Source: an optimization exercise on an open RTL-to-GDS flow (aim: small area). Production flows keep margins and buffers that such runs may drop.
The RTL was checked by simulation tests, not by an equivalence proof against the original design.
The flow treats the clock pin as an ideal source. Dropping or thinning the clock tree relies on that and would not hold on a real chip.
Power is estimated from default activity; no workload was simulated.

v40:
## top
module top (
    input clk,
    input rst,
    output [5:0] led,
    output uartTx,
    input uartRx,
    input btn
);
For scale: roughly 290 cells after synthesis.
==> flow/config.mk <==
export PLATFORM = sky130hd
export DESIGN_NAME = top
export DESIGN_NICKNAME = top
export VERILOG_FILES = /design/flow/design.v
export SDC_FILE = /design/flow/constraint.sdc
export NUM_CORES = 4
export LEC_CHECK = 0
export ABC_AREA = 1
export CAP_MARGIN = 0
export CORE_MARGIN = 2
export CORE_UTILIZATION = 40
export SLEW_MARGIN = 0
==> flow/constraint.sdc <==
create_clock -name core_clock -period 10.0 [get_ports {clk}]
set_input_delay 2.0000 -clock core_clock [delete_from_list [all_inputs] [get_ports {clk}]]
set_output_delay 2.0000 -clock core_clock [all_outputs]
set_load 0.01 [all_outputs]
standard.sh (not shown) runs the stock make flow with config.mk's settings and CLKGATE_MAP_FILE= SYNTH_SCRIPT=/design/flow/synth_recipe.tcl, a recipe that flattens the netlist after the stock synthesis.
==> flow/flow/run.sh <==
#!/bin/bash
# Standard ORFS layout, with the combinational logic of the standard synthesis re-mapped by an
# area-oriented ABC script (flow/area.abc) before floorplanning. Registers are left untouched.
# flow/make_args holds extra make variables for the layout steps, one per line.
set -euo pipefail
W=$(pwd)
R=$W/orfs/results/$FLOW_PLATFORM/top/base
LIB=$FLOW_HOME/platforms/$FLOW_PLATFORM/lib/sky130_fd_sc_hd__tt_025C_1v80.lib

bash standard.sh synth > $W/standard_synth.log 2>&1
cp $R/1_2_yosys.v $W/1_2_yosys.std.v
REMAP_LIB=$LIB REMAP_NET=$W/1_2_yosys.std.v REMAP_ABC=$W/flow/area.abc \
  REMAP_STAT=$W/remap_stat.txt REMAP_OUT=$W/1_2_yosys.remap.v \
  yosys -c $W/flow/remap.tcl > $W/remap.log 2>&1
cp $W/1_2_yosys.remap.v $R/1_2_yosys.v
rm -f $R/1_synth.odb $R/1_synth.sdc
ARGS=()
if [[ -f $W/flow/make_args ]]; then
  while IFS= read -r line; do [[ -n "$line" ]] && ARGS+=("$line"); done < $W/flow/make_args
fi
bash standard.sh "${ARGS[@]}" finish > $W/standard_finish.log 2>&1
==> flow/flow/area.abc <==
strash
&get -n
&deepsyn -T 20
&put
dch -f
amap
topo
==> flow/flow/make_args <==
BUFFER_PORTS_ARGS=-buffer_cell sky130_fd_sc_hd__buf_1
CTS_ARGS=-sink_clustering_enable -repair_clock_nets -dont_use_dummy_load -buf_list sky130_fd_sc_hd__clkbuf_8
==> flow/flow/remap.tcl <==
# Re-map the combinational logic of the standard synthesis with an area-oriented ABC script.
# Registers (and every other sequential cell) are kept as they are, under their names.
set lib $::env(REMAP_LIB)
set net $::env(REMAP_NET)
set script $::env(REMAP_ABC)
yosys read_liberty -ignore_miss_func $lib
yosys read_verilog $net
yosys hierarchy -top top
yosys setattr -mod -set keep_hierarchy 1 =sky130_fd_sc_hd__df*
yosys flatten
yosys opt -purge
yosys abc -script $script -liberty $lib -dont_use *lpflow* -dont_use *probe*
yosys opt_clean -purge
yosys hilomap -singleton -hicell sky130_fd_sc_hd__conb_1 HI -locell sky130_fd_sc_hd__conb_1 LO
yosys insbuf -buf sky130_fd_sc_hd__buf_4 A X
yosys splitnets
yosys opt_clean -purge
yosys tee -o $::env(REMAP_STAT) stat -liberty $lib
yosys write_verilog -noattr -noexpr -nohex -nodec -selected $::env(REMAP_OUT).full
yosys select top
yosys write_verilog -noattr -noexpr -nohex -nodec -selected $::env(REMAP_OUT)
The final layout from v40, which completed every stage, passed the timing, DRC and antenna checks at the end of the flow.
Inputs modified between v40 and v42:
- an added CTS_CLUSTER_SIZE of 50
- an added CTS_CLUSTER_DIAMETER of 200
- an added CTS_BUF_LIST of sky130_fd_sc_hd__clkbuf_8
--- a/flow/flow/run.sh
+++ b/flow/flow/run.sh
@@ -4 +3,0 @@
-# flow/make_args holds extra make variables for the layout steps, one per line.
@@ -17,5 +16 @@
-ARGS=()
-if [[ -f $W/flow/make_args ]]; then
-  while IFS= read -r line; do [[ -n "$line" ]] && ARGS+=("$line"); done < $W/flow/make_args
-fi
-bash standard.sh "${ARGS[@]}" finish > $W/standard_finish.log 2>&1
+bash standard.sh "BUFFER_PORTS_ARGS=-buffer_cell sky130_fd_sc_hd__buf_1" finish > $W/standard_finish.log 2>&1
removed: flow/flow/make_args
Findings:
v42 finished every stage and its layout cleared the timing, DRC and antenna checks. v40 went all the way through synthesis, placement and routing and the layout is clean on timing, DRC and antenna. [compare] base=v40 new=v42: static leakage now sits higher; first-iteration DRC count now sits lower; combinational power now sits at about the same level; sequential fraction of design power now sits lower. On via count, v42 and v40 are basically level.
Inputs modified between v42 and v55:
- swapping sky130_fd_sc_hd__clkbuf_8 for sky130_fd_sc_hd__clkbuf_16 in CTS_BUF_LIST
- Per the comparison of v55 with v42, first-iteration DRC count picked up an extra about 37%, routed wire length up 140 um, detailed-routed wire length on met3 now smaller, met1 layer usage reported by global route went up by 1.3 points.

---

Starting RTL as in the previous note.
## top
module top (
    input clk,
    input rst,
    output [5:0] led,
    output uartTx,
    input uartRx,
    input btn
);
localparam R_W1  = 4'b0000;   
localparam R_W2  = 4'b0001;   
localparam R_W4  = 4'b0010;   
localparam R_W4G = 4'b0011;   
localparam R_W8  = 4'b0100;   
localparam R_P8  = 4'b0101;   
localparam R_ST  = 4'b0110;   
localparam R_P4  = 4'b0111;   
localparam [11:0] R_T = 12'h059;    
localparam [11:0] R_M = 12'h7ef;    
localparam [11:0] R_A = 12'h75b;    
localparam [11:0] R_B = 12'h000;    
reg [3:0] r_st;
reg [11:0] r_cnt;
reg r_err;
reg r_mc;    
reg r_a;     
reg r_o;     
wire r_wait = (r_st[3:2] == 2'b00) || (r_st == R_W8);
wire r_hit = ((r_cnt ^ R_T) & R_M) == 12'd0;
wire new_rx = (r_st == R_W4G);
localparam T_INIT  = 3'd0;
localparam T_LOADQ = 3'd1;
localparam T_SENDQ = 3'd2;
localparam T_RECV  = 3'd3;
localparam T_CMP   = 3'd4;
localparam T_LOADA = 3'd5;
localparam T_SENDA = 3'd6;
reg [2:0] t_st;
reg [2:0] k;       
reg pc;            
reg old_btn;
wire [1:0] j = (t_st == T_RECV) ? k[1:0] : 2'd0;
reg pbit;
always @* begin
    case ({j, r_st[2:0]})
        5'b00_000: pbit = 1'b1; 5'b00_001: pbit = 1'b0; 5'b00_010: pbit = 1'b0; 5'b00_011: pbit = 1'b0;
        5'b00_100: pbit = 1'b1; 5'b00_101: pbit = 1'b1; 5'b00_110: pbit = 1'b0; 5'b00_111: pbit = 1'b0;
        5'b01_000: pbit = 1'b1; 5'b01_001: pbit = 1'b0; 5'b01_010: pbit = 1'b0; 5'b01_011: pbit = 1'b0;
        5'b01_100: pbit = 1'b0; 5'b01_101: pbit = 1'b1; 5'b01_110: pbit = 1'b1; 5'b01_111: pbit = 1'b0;
        5'b10_000: pbit = 1'b0; 5'b10_001: pbit = 1'b1; 5'b10_010: pbit = 1'b0; 5'b10_011: pbit = 1'b0;
        5'b10_100: pbit = 1'b1; 5'b10_101: pbit = 1'b1; 5'b10_110: pbit = 1'b0; 5'b10_111: pbit = 1'b0;
  ...
Settings: LEC_CHECK=0, ABC_AREA=1, CAP_MARGIN=0, CORE_MARGIN=2, CORE_UTILIZATION=40, SLEW_MARGIN=0; clock period 10.0 ns.
==> flow/flow/run.sh <==
#!/bin/bash
# Standard ORFS layout, with the combinational logic of the standard synthesis re-mapped by an
# area-oriented ABC script (flow/area.abc) before floorplanning. Registers are left untouched.
# flow/make_args holds extra make variables for the layout steps, one per line.
set -euo pipefail
W=$(pwd)
R=$W/orfs/results/$FLOW_PLATFORM/top/base
LIB=$FLOW_HOME/platforms/$FLOW_PLATFORM/lib/sky130_fd_sc_hd__tt_025C_1v80.lib

bash standard.sh synth > $W/standard_synth.log 2>&1
cp $R/1_2_yosys.v $W/1_2_yosys.std.v
REMAP_LIB=$LIB REMAP_NET=$W/1_2_yosys.std.v REMAP_ABC=$W/flow/area.abc \
  REMAP_STAT=$W/remap_stat.txt REMAP_OUT=$W/1_2_yosys.remap.v \
  yosys -c $W/flow/remap.tcl > $W/remap.log 2>&1
cp $W/1_2_yosys.remap.v $R/1_2_yosys.v
rm -f $R/1_synth.odb $R/1_synth.sdc
ARGS=()
if [[ -f $W/flow/make_args ]]; then
  while IFS= read -r line; do [[ -n "$line" ]] && ARGS+=("$line"); done < $W/flow/make_args
fi
bash standard.sh "${ARGS[@]}" finish > $W/standard_finish.log 2>&1
==> flow/flow/make_args <==
BUFFER_PORTS_ARGS=-buffer_cell sky130_fd_sc_hd__buf_1
CTS_ARGS=-sink_clustering_enable -repair_clock_nets -dont_use_dummy_load -buf_list sky130_fd_sc_hd__clkbuf_8 -sink_clustering_size 64 -sink_clustering_max_diameter 1000 -sink_clustering_levels 1
Scripts as last shown in full above: flow/flow/area.abc, flow/flow/remap.tcl
Rerun with:
==> flow/flow/make_args (replaced) <==
BUFFER_PORTS_ARGS=-buffer_cell sky130_fd_sc_hd__buf_1
CTS_ARGS=-repair_clock_nets -dont_use_dummy_load -root_buf sky130_fd_sc_hd__clkbuf_16 -buf_list sky130_fd_sc_hd__clkbuf_16
After rerunning: Setup slack improved by 0.0089 ns. Register-to-register slack is about the same. Design area is higher by 2.4%.
Rerun with:
==> flow/flow/make_args (replaced) <==
BUFFER_PORTS_ARGS=-buffer_cell sky130_fd_sc_hd__buf_1
CTS_ARGS=-root_buf sky130_fd_sc_hd__clkbuf_16 -buf_list sky130_fd_sc_hd__clkbuf_16 -sink_clustering_enable -sink_clustering_size 64 -sink_clustering_max_diameter 1000 -repair_clock_nets
What happened: Wire length grows by a few percent; final area grows slightly; maximum frequency went down slightly; global-route usage climbs by 0.37 points; final cell count climbs slightly; sequential share of layout area decreases by 0.29 points; total power goes up by a few percent; non-clock buffer count stays the same; register-to-register slack barely changes; setup slack gets worse by 0.028 ns; die area is unchanged.
Rerun with:
--- a/flow/flow/run.sh
+++ b/flow/flow/run.sh
@@ -2,5 +2,4 @@
 # Standard ORFS layout, with the combinational logic of the standard synthesis re-mapped by an
 # area-oriented ABC script (flow/area.abc) before floorplanning. Registers are left untouched.
-# flow/make_args holds extra make variables for the layout steps, one per line.
 set -euo pipefail
 W=$(pwd)
@@ -15,7 +14,3 @@
 cp $W/1_2_yosys.remap.v $R/1_2_yosys.v
 rm -f $R/1_synth.odb $R/1_synth.sdc
-ARGS=()
-if [[ -f $W/flow/make_args ]]; then
-  while IFS= read -r line; do [[ -n "$line" ]] && ARGS+=("$line"); done < $W/flow/make_args
-fi
-bash standard.sh "${ARGS[@]}" finish > $W/standard_finish.log 2>&1
+bash standard.sh "BUFFER_PORTS_ARGS=-buffer_cell sky130_fd_sc_hd__buf_1" finish > $W/standard_finish.log 2>&1
removed: flow/flow/make_args
Die area is unchanged.
Routed wire length came out lower by 3.1%.
Power decreases by about 12%.
Worst hold slack improved by 0.0034 ns.
Utilization goes down by 1.1 points.
Critical path depth is unchanged.
Clock-buffer cell count rose by 1.
Final cell count does not change.
Setup slack is worse by 0.0044 ns.
Non-clock buffer count does not change.
Clock power drops by about 30%.

---

top, a different RTL version from the one above (not shown whole).
Size in the first run: about 280 cells after synthesis, about 11 I/O pins, roughly 2100 um2 of cells after synthesis.
==> flow/config.mk <==
export PLATFORM = sky130hd
export DESIGN_NAME = top
export DESIGN_NICKNAME = top
export VERILOG_FILES = /design/flow/design.v
export SDC_FILE = /design/flow/constraint.sdc
export NUM_CORES = 4
export LEC_CHECK = 0
export ABC_AREA = 1
export CAP_MARGIN = 0
export CORE_MARGIN = 2
export CORE_UTILIZATION = 40
export SLEW_MARGIN = 0
==> flow/constraint.sdc <==
create_clock -name core_clock -period 10.0 [get_ports {clk}]
set_input_delay 2.0000 -clock core_clock [delete_from_list [all_inputs] [get_ports {clk}]]
set_output_delay 2.0000 -clock core_clock [all_outputs]
set_load 0.01 [all_outputs]
==> flow/flow/run.sh <==
#!/bin/bash
# Standard ORFS layout, with the combinational logic of the standard synthesis re-mapped by
# area-oriented ABC scripts (flow/s*.abc; the smallest result is kept) before floorplanning.
# Registers are left untouched. After CTS, the clock tree is trimmed (flow/flatclk.tcl). flow/make_args holds extra make variables for the layout steps,
# one per line.
set -euo pipefail
W=$(pwd)
R=$W/orfs/results/$FLOW_PLATFORM/top/base
LIB=$FLOW_HOME/platforms/$FLOW_PLATFORM/lib/sky130_fd_sc_hd__tt_025C_1v80.lib

bash standard.sh synth > $W/standard_synth.log 2>&1
cp $R/1_2_yosys.v $W/1_2_yosys.std.v
remap() {
  n=$(basename $1 .abc)
  REMAP_LIB=$LIB REMAP_NET=$W/1_2_yosys.std.v REMAP_ABC=$1 \
    REMAP_STAT=$W/remap_stat_$n.txt REMAP_OUT=$W/1_2_yosys.remap_$n.v \
    yosys -c $W/flow/remap.tcl > $W/remap_$n.log 2>&1 || true
}
export -f remap; export W LIB
ls $W/flow/s*.abc | xargs -P ${NUM_CORES:-4} -I{} bash -c 'remap {}'
best=""; best_area=""
for s in $W/flow/s*.abc; do
  n=$(basename $s .abc)
  [[ -f $W/remap_stat_$n.txt ]] || continue
  a=$(awk '/Chip area for module/ {print $NF}' $W/remap_stat_$n.txt | head -1)
  echo "$n $a" >> $W/remap_areas.txt
  if [[ -z "$best" ]] || awk "BEGIN{exit !($a < $best_area)}"; then best=$n; best_area=$a; fi
done
echo "chosen $best $best_area" >> $W/remap_areas.txt
cp $W/1_2_yosys.remap_$best.v $R/1_2_yosys.v
rm -f $R/1_synth.odb $R/1_synth.sdc
ARGS=()
if [[ -f $W/flow/make_args ]]; then
  while IFS= read -r line; do [[ -n "$line" ]] && ARGS+=("$line"); done < $W/flow/make_args
fi
bash standard.sh "${ARGS[@]}" cts > $W/standard_cts.log 2>&1
# a smaller clock tree than CTS builds (see flow/flatclk.tcl)
FLATCLK_IN=$R/4_cts.odb FLATCLK_OUT=$W/4_cts.flat.odb FLATCLK_ROOT=$(cat $W/flow/flatclk_root) FLATCLK_LEAVES=$(cat $W/flow/flatclk_leaves) \
  openroad -no_init -exit $W/flow/flatclk.tcl > $W/flatclk.log 2>&1
cp $W/4_cts.flat.odb $R/4_cts.odb
bash standard.sh "${ARGS[@]}" finish > $W/standard_finish.log 2>&1
==> flow/flow/flatclk.tcl <==
# Rework the clock tree CTS built: the root buffer becomes the cell named in flow/flatclk_root,
# and leaf buffers are merged (the one with fewest registers into the nearest other) until
# flow/flatclk_leaves remain (0: every register hangs on the root buffer).
read_db $::env(FLATCLK_IN)
set block [ord::get_db_block]
set db [ord::get_db]
set roots {}
foreach it [[$block findNet clk] getITerms] { lappend roots [$it getInst] }
if {[llength $roots] != 1} { error "clock port drives [llength $roots] cells" }
set root [lindex $roots 0]
set rootnet [[$root findITerm X] getNet]

proc leaves {} {
  global root rootnet
  set l {}
  foreach it [$rootnet getITerms] {
    set inst [$it getInst]
    if {$inst != $root && [string match "*clkbuf*" [[$inst getMaster] getName]]} { lappend l $inst }
  }
  return $l
}
proc sinks {inst} {
  set n 0
  foreach s [[[$inst findITerm X] getNet] getITerms] { if {[$s getInst] != $inst} { incr n } }
  return $n
}
proc merge {from to} {
  set fnet [[$from findITerm X] getNet]
  set tnet [$to findITerm X]
  set tnet [$tnet getNet]
  set moved 0
  foreach s [$fnet getITerms] {
    if {[$s getInst] == $from} continue
    $s disconnect
    $s connect $tnet
    incr moved
  }
  [$from findITerm A] disconnect
  [$from findITerm X] disconnect
  odb::dbInst_destroy $from
  odb::dbNet_destroy $fnet
  return $moved
}

set want $::env(FLATCLK_LEAVES)
while {[llength [leaves]] > $want} {
  set ls [leaves]
  set small [lindex $ls 0]
  foreach l $ls { if {[sinks $l] < [sinks $small]} { set small $l } }
  if {$want == 0} {
    set target $root
  } else {
    set xy [$small getLocation]
    set best ""; set bd 1e18
    foreach l $ls {
      if {$l == $small} continue
      set p [$l getLocation]
      set d [expr {abs([lindex $p 0] - [lindex $xy 0]) + abs([lindex $p 1] - [lindex $xy 1])}]
      if {$d < $bd} { set bd $d; set best $l }
    }
    set target $best
  }
  puts "flatclk: [merge $small $target] registers from [$small getName] to [$target getName]"
}
$root swapMaster [$db findMaster $::env(FLATCLK_ROOT)]
foreach l [leaves] { puts "flatclk: leaf [$l getName] [[$l getMaster] getName] drives [sinks $l]" }
puts "flatclk: root [$root getName] [[$root getMaster] getName]"
detailed_placement
check_placement
write_db $::env(FLATCLK_OUT)
==> flow/flow/s1.abc <==
strash
&get -n
&deepsyn -T 30 -S 1
&put
dch -f
amap
topo
==> flow/flow/s2.abc <==
strash
&get -n
&deepsyn -T 30 -S 2
&put
dch -f
amap
topo
==> flow/flow/s3.abc <==
strash
&get -n
&deepsyn -T 30 -S 3
&put
dch -f
amap
topo
==> flow/flow/s4.abc <==
strash
&get -n
&deepsyn -T 30 -S 4
&put
dch -f
amap
topo
==> flow/flow/s5.abc <==
strash
&get -n
&deepsyn -T 30 -S 5
&put
dch -f
amap
topo
==> flow/flow/s6.abc <==
strash
&get -n
&deepsyn -T 30 -S 6
&put
dch -f
amap
topo
==> flow/flow/s7.abc <==
strash
&get -n
&deepsyn -T 30 -S 7
&put
dch -f
amap
topo
==> flow/flow/s8.abc <==
strash
&get -n
&deepsyn -T 30 -S 8
&put
dch -f
amap
topo
==> flow/flow/s9.abc <==
strash
&get -n
&deepsyn -T 30 -S 9
&put
dch -f
map -a
topo
Scripts as last shown in full above: flow/flow/remap.tcl
Other scripts of this flow, unchanged in this note and not shown: flow/flow/flatclk_leaves, flow/flow/flatclk_root, flow/flow/make_args
Then changed:
--- a/flow/flow/flatclk.tcl
+++ b/flow/flow/flatclk.tcl
@@ -2 +2,2 @@
-# and leaf buffers are merged (the one with fewest registers into the nearest other) until
+# and the leaf buffer with fewest registers is removed, each of its registers moving to the
+# nearest remaining leaf, until
@@ -27 +28,2 @@
-proc merge {from to} {
+# move the registers of leaf "from" each to the nearest of the leaves in "tos", then drop "from"
+proc merge {from tos} {
@@ -29,2 +30,0 @@
-  set tnet [$to findITerm X]
-  set tnet [$tnet getNet]
@@ -33,0 +34,7 @@
+    set xy [[$s getInst] getLocation]
+    set best ""; set bd 1e18
+    foreach t $tos {
+      set p [$t getLocation]
+      set d [expr {abs([lindex $p 0] - [lindex $xy 0]) + abs([lindex $p 1] - [lindex $xy 1])}]
+      if {$d < $bd} { set bd $d; set best $t }
+    }
@@ -35 +42 @@
-    $s connect $tnet
+    $s connect [[$best findITerm X] getNet]
@@ -49,0 +57 @@
+  set tos {}
@@ -51 +59 @@
-    set target $root
+    set tos [list $root]
@@ -53 +61,26 @@
-    set xy [$small getLocation]
+    foreach l $ls { if {$l != $small} { lappend tos $l } }
+  }
+  puts "flatclk: moved [merge $small $tos] registers from [$small getName]"
+}
+# spread the registers evenly over the leaves left: each goes to the nearest leaf that has room
+set ls [leaves]
+if {[llength $ls] > 1} {
+  set all {}
+  foreach l $ls {
+    foreach it [[[$l findITerm X] getNet] getITerms] { if {[$it getInst] != $l} { lappend all $it } }
+  }
+  set cap [expr {int(ceil(double([llength $all]) / [llength $ls]))}]
+  set order {}
+  foreach it $all {
+    set xy [[$it getInst] getLocation]
+    set ds {}
+    foreach l $ls {
+      set p [$l getLocation]
+      lappend ds [expr {abs([lindex $p 0] - [lindex $xy 0]) + abs([lindex $p 1] - [lindex $xy 1])}]
+    }
+    set sd [lsort -real $ds]
+    lappend order [list [expr {[lindex $sd 1] - [lindex $sd 0]}] $it $ds]
+  }
+  foreach l $ls { set used($l) 0 }
+  foreach e [lsort -real -decreasing -index 0 $order] {
+    set it [lindex $e 1]; set ds [lindex $e 2]
@@ -55,7 +88,4 @@
-    foreach l $ls {
-      if {$l == $small} continue
-      set p [$l getLocation]
-      set d [expr {abs([lindex $p 0] - [lindex $xy 0]) + abs([lindex $p 1] - [lindex $xy 1])}]
-      if {$d < $bd} { set bd $d; set best $l }
-    }
-    set target $best
+    foreach l $ls d $ds { if {$used($l) < $cap && $d < $bd} { set bd $d; set best $l } }
+    incr used($best)
+    $it disconnect
+    $it connect [[$best findITerm X] getNet]
@@ -63 +92,0 @@
-  puts "flatclk: [merge $small $target] registers from [$small getName] to [$target getName]"
==> flow/flow/s1.abc (replaced) <==
strash
&get -n
&deepsyn -J 300 -S 1 -T 300
&put
dch -f
amap
topo
==> flow/flow/s2.abc (replaced) <==
strash
&get -n
&deepsyn -J 300 -S 2 -T 300
&put
dch -f
amap
topo
==> flow/flow/s3.abc (replaced) <==
strash
&get -n
&deepsyn -J 300 -S 3 -T 300
&put
dch -f
amap
topo
==> flow/flow/s4.abc (replaced) <==
strash
&get -n
&deepsyn -J 300 -S 4 -T 300
&put
dch -f
amap
topo
==> flow/flow/s5.abc (replaced) <==
strash
&get -n
&deepsyn -J 300 -S 5 -T 300
&put
dch -f
amap
topo
==> flow/flow/s6.abc (replaced) <==
strash
&get -n
&deepsyn -J 300 -S 6 -T 300
&put
dch -f
amap
topo
==> flow/flow/s7.abc (replaced) <==
strash
&get -n
&deepsyn -J 300 -S 7 -T 300
&put
dch -f
amap
topo
==> flow/flow/s8.abc (replaced) <==
strash
&get -n
&deepsyn -J 300 -S 8 -T 300
&put
dch -f
amap
topo
==> flow/flow/s9.abc (replaced) <==
strash
&get -n
&deepsyn -J 300 -S 9 -T 300
&put
dch -f
map -a
topo
GPL_TIMING_DRIVEN = 0   (was unset)
Critical path depth goes up by 5. Flip-flop and latch count stays the same. Worst hold slack barely changes. Combinational power is about the same. Setup slack is worse by 0.044 ns. Area after synthesis does not change. Synthesized cell count stays the same. Via count decreases by 1.4%. Total power goes up by 0.55%.
Then changed:
==> flow/flow/s1.abc (replaced) <==
strash
&get -n
&deepsyn -T 30 -S 1
&put
dch -f
amap
topo
==> flow/flow/s2.abc (replaced) <==
strash
&get -n
&deepsyn -T 30 -S 2
&put
dch -f
amap
topo
==> flow/flow/s3.abc (replaced) <==
strash
&get -n
&deepsyn -T 30 -S 3
&put
dch -f
amap
topo
==> flow/flow/s4.abc (replaced) <==
strash
&get -n
&deepsyn -T 30 -S 4
&put
dch -f
amap
topo
==> flow/flow/s5.abc (replaced) <==
strash
&get -n
&deepsyn -T 30 -S 5
&put
dch -f
amap
topo
==> flow/flow/s6.abc (replaced) <==
strash
&get -n
&deepsyn -T 30 -S 6
&put
dch -f
amap
topo
==> flow/flow/s7.abc (replaced) <==
strash
&get -n
&deepsyn -T 30 -S 7
&put
dch -f
amap
topo
==> flow/flow/s8.abc (replaced) <==
strash
&get -n
&deepsyn -T 30 -S 8
&put
dch -f
amap
topo
==> flow/flow/s9.abc (replaced) <==
strash
&get -n
&deepsyn -T 30 -S 9
&put
dch -f
map -a
topo
GPL_TIMING_DRIVEN = unset   (was 0)
What happened: Clock-buffer cell count is unchanged. First-iteration DRC count went up by 5.6%. Final area went up by 0.34%. Register-to-register slack improved by 0.48 ns. Total power barely changes. Sequential share of layout area went down by 0.14 points. Fmax went up by 2.2%.

## separate check: timing with driven ports
Ports are ideal in the flow. The routed layouts listed here were re-timed in OpenROAD.
Step 1 sets driving cells, clkbuf_16 on the clock port and buf_2 on the other inputs (assumed; they add their load-dependent delay and slew).
Step 2 moves the port delays by t, midway between the first and last clock arrival at a register: inputs arrive t later, outputs are due t later. That takes back most of the time a late clock gives input paths.
Three values: no drivers, after step 1, after step 2; two values: the first two.
run | t, ns | setup slack, ns | pins driven straight from the clock port
v40 | 0.322 | 6.437 / 6.408 / 6.729 | 1
v42 | 0.332 | 6.429 / 6.400 / 6.725 | 1
v55 | 0.313 | 6.418 / 6.385 / 6.698 | 1
the first run of note 2 | 0.322 | 6.437 / 6.408 / 6.729 | 1
the second run of note 2 | 0.310 | 6.446 / 6.414 / 6.724 | 1
the third run of note 2 | 0.313 | 6.418 / 6.385 / 6.698 | 1
the fourth run of note 2 | 0.332 | 6.413 / 6.384 / 6.716 | 1
the first run of note 3 | 0.351 | 6.595 / 6.570 / 6.807 | 1
the second run of note 3 | 0.372 | 6.552 / 6.552 / 6.552 | 1
the third run of note 3 | 0.349 | 6.625 / 6.600 / 6.846 | 1
After both steps every run listed still meets setup and hold.
